This is an optimization exercise on Yosys and OpenROAD, whose aim is small area, a short achievable clock period and few clock cycles, not a production implementation.
In this exercise RTL edits were held to simulation tests only and were not proved equivalent to the original.
No activity file was given, so power comes from the tool's default toggle rates.

Setup of run a:
==> flow/design.v (excerpt) <==
module ipdc (                        
	input         i_clk,
	input         i_rst_n,
	input         i_op_valid,
	input  [ 2:0] i_op_mode,
	input         i_in_valid,
	input  [23:0] i_in_data,
	output        o_in_ready,
	output        o_out_valid,
	output [23:0] o_out_data
);
reg  [1535:0] ring;
wire [  23:0] rp [0:63];
genvar gi;
generate
    for (gi = 0; gi < 64; gi = gi + 1) begin : g_rp
        assign rp[gi] = ring[24*gi +: 24];
    end
endgenerate
wire        ld_first;        
reg         med_ins;         
reg  [ 5:0] ins_cnt;         
wire [23:0] med_res;
wire [23:0] ring_in = med_ins ? med_res : (i_in_valid ? i_in_data : rp[0]);
always @(posedge i_clk) begin
    ring <= {ring_in, ring[1535:24]};
end
reg [5:0] B;
always @(posedge i_clk or negedge i_rst_n) begin
    if (!i_rst_n)               B <= 6'd0;
    else if (ld_first)          B <= 6'd63;
    else                        B <= B - 6'd1;
end
wire op_load = i_op_valid & (i_op_mode == 3'd0);
wire op_disp = i_op_valid & (i_op_mode != 3'd0) & ~i_op_mode[2] | i_op_valid & (i_op_mode == 3'd4);
wire op_med  = i_op_valid & (i_op_mode == 3'd5);
wire op_cs   = i_op_valid & (i_op_mode[2:1] == 2'b11);
reg  in_ready_r, ld_pend;
wire ld_want = op_load | ld_pend;
wire ld_free = ~med_ins | (ins_cnt == 6'd63);    
always @(posedge i_clk or negedge i_rst_n) begin
    if (!i_rst_n) begin
        in_ready_r <= 1'b0;
        ld_pend    <= 1'b0;
    end
    else begin
        in_ready_r <= ld_want & ld_free;
        ld_pend    <= ld_want & ~ld_free;
    end
end
assign o_in_ready = in_ready_r;
reg [5:0] icnt;
reg       icnt0, icnt63;     
  ...
Settings: LEC_CHECK=0, CAP_MARGIN=20, CORE_MARGIN=2, CORE_UTILIZATION=40, CTS_CLUSTER_DIAMETER=80, CTS_CLUSTER_SIZE=30, SLEW_MARGIN=20; clock period 10.0 ns.
standard.sh (not shown) runs the stock make flow with config.mk's settings and CLKGATE_MAP_FILE= SYNTH_SCRIPT=/design/flow/synth_recipe.tcl, a recipe that flattens the netlist after the stock synthesis.
==> flow/flow/run.sh <==
#!/bin/bash
# Standard ORFS layout; timing repair aims for a setup slack of 6.75 ns
# against the 10 ns clock, i.e. for a cycle of about 3.25 ns.
bash standard.sh SETUP_SLACK_MARGIN=6.75 finish > standard.log 2>&1
Testbench counts of run a, summed over its fixed seeds: cycles 13,349.
Input-level comparison between run b and run a:
--- a/flow/design.v
+++ b/flow/design.v
@@ -110,13 +110,12 @@
     for (gi = 0; gi < 64; gi = gi + 1) begin : g_rp
         assign rp[gi] = ring[24*gi +: 24];
     end
 endgenerate
 wire        ld_first;        
 reg         med_ins;         
-reg  [ 5:0] ins_cnt;         
 wire [23:0] med_res;
 wire [23:0] ring_in = med_ins ? med_res : (i_in_valid ? i_in_data : rp[0]);
 always @(posedge i_clk) begin
     ring <= {ring_in, ring[1535:24]};
 end
 reg [5:0] B;
@@ -126,24 +125,16 @@
     else                        B <= B - 6'd1;
 end
 wire op_load = i_op_valid & (i_op_mode == 3'd0);
 wire op_disp = i_op_valid & (i_op_mode != 3'd0) & ~i_op_mode[2] | i_op_valid & (i_op_mode == 3'd4);
 wire op_med  = i_op_valid & (i_op_mode == 3'd5);
 wire op_cs   = i_op_valid & (i_op_mode[2:1] == 2'b11);
-reg  in_ready_r, ld_pend;
-wire ld_want = op_load | ld_pend;
-wire ld_free = ~med_ins | (ins_cnt == 6'd63);    
+reg in_ready_r;
 always @(posedge i_clk or negedge i_rst_n) begin
-    if (!i_rst_n) begin
-        in_ready_r <= 1'b0;
-        ld_pend    <= 1'b0;
-    end
-    else begin
-        in_ready_r <= ld_want & ld_free;
-        ld_pend    <= ld_want & ~ld_free;
-    end
+    if (!i_rst_n) in_ready_r <= 1'b0;
+    else          in_ready_r <= op_load;
 end
 assign o_in_ready = in_ready_r;
 reg [5:0] icnt;
 reg       icnt0, icnt63;     
 always @(posedge i_clk or negedge i_rst_n) begin
     if (!i_rst_n) begin
@@ -159,12 +150,13 @@
         end
     end
 end
 assign ld_first = i_in_valid & icnt0;
 wire ld_done = i_in_valid & icnt63;
 reg       med_pend;
+reg [5:0] ins_cnt;
 reg       b_is1;             
 always @(posedge i_clk or negedge i_rst_n) begin
     if (!i_rst_n) b_is1 <= 1'b0;
     else          b_is1 <= (B[2:0] == 3'd2) & ~ld_first;
 end
 wire      med_go = (med_pend | op_med) & b_is1 & ~med_ins;
@@ -186,13 +178,13 @@
                 ins_cnt <= ins_cnt + 6'd1;
                 if (ins_cnt == 6'd63) med_ins <= 1'b0;
             end
         end
     end
 end
-wire med_done = med_ins & (ins_cnt == 6'd59);
+wire med_done = med_ins & (ins_cnt == 6'd61);
 wire [5:0] m_next = 6'd9 - B;
 wire [5:0] n_now  = 6'd7 - B;
 wire [23:0] med3c;
 reg  [191:0] sv;             
 wire         sv_cap = med_ins & (ins_cnt[5:3] == 3'd0);
 always @(posedge i_clk) sv <= {sv[167:0], sv_cap ? rp[0] : sv[191:168]};
[summary]
- Proportion of cell area occupied by multi-input gates: run a vs run b — no meaningful difference
- Relative to run a, global-route usage increased by 0.18 points in run b.
- Compared with run a, in run b minimum clock period after layout went down 290 ps, average cell area after synthesis went down 0.42 µm², clock skew went down 6.0 ps, routed wire length on met3 went up about 11%.
- Per the comparison of run b with run a, total power consumption of the routed design down about 1.9%; setup slack up 290 ps.
Testbench counts of run b, summed over its fixed seeds: cycles 13,449.

[separate check: timing with driven ports]
No port has a modelled driver above. Below, the same layouts with a new extraction and two added sets of constraints.
Step 1 (the two cells are an assumption about what drives the block):
set clk [get_ports {i_clk}]
set_driving_cell -lib_cell sky130_fd_sc_hd__clkbuf_16 $clk
set_driving_cell -lib_cell sky130_fd_sc_hd__buf_2 [delete_from_list [all_inputs] $clk]
Step 2 adds t to the input delays and takes it off the output delays; t is the mean of the earliest and latest rising clock arrival at the registers after step 1. Input paths then give back, and output paths get back, about the clock's delay inside the block.
a / b / c = ideal / step 1 / step 2; a / b = the first two.
run | t (ns) | setup slack, ns | hold slack, ns | latest minus earliest clock arrival (ns)
run a | 0.809 | 6.413 / 6.413 / 6.345 | 0.311 / 0.311 / 0.311 | 0.042 / 0.042
run b | 0.807 | 6.703 / 6.624 / 6.217 | 0.301 / 0.301 / 0.301 | 0.045 / 0.045
After both steps every run listed still meets setup and hold. For run b, which loses most, drivers alone change the setup slack by -0.079 ns; drivers and shift together by -0.486 ns.
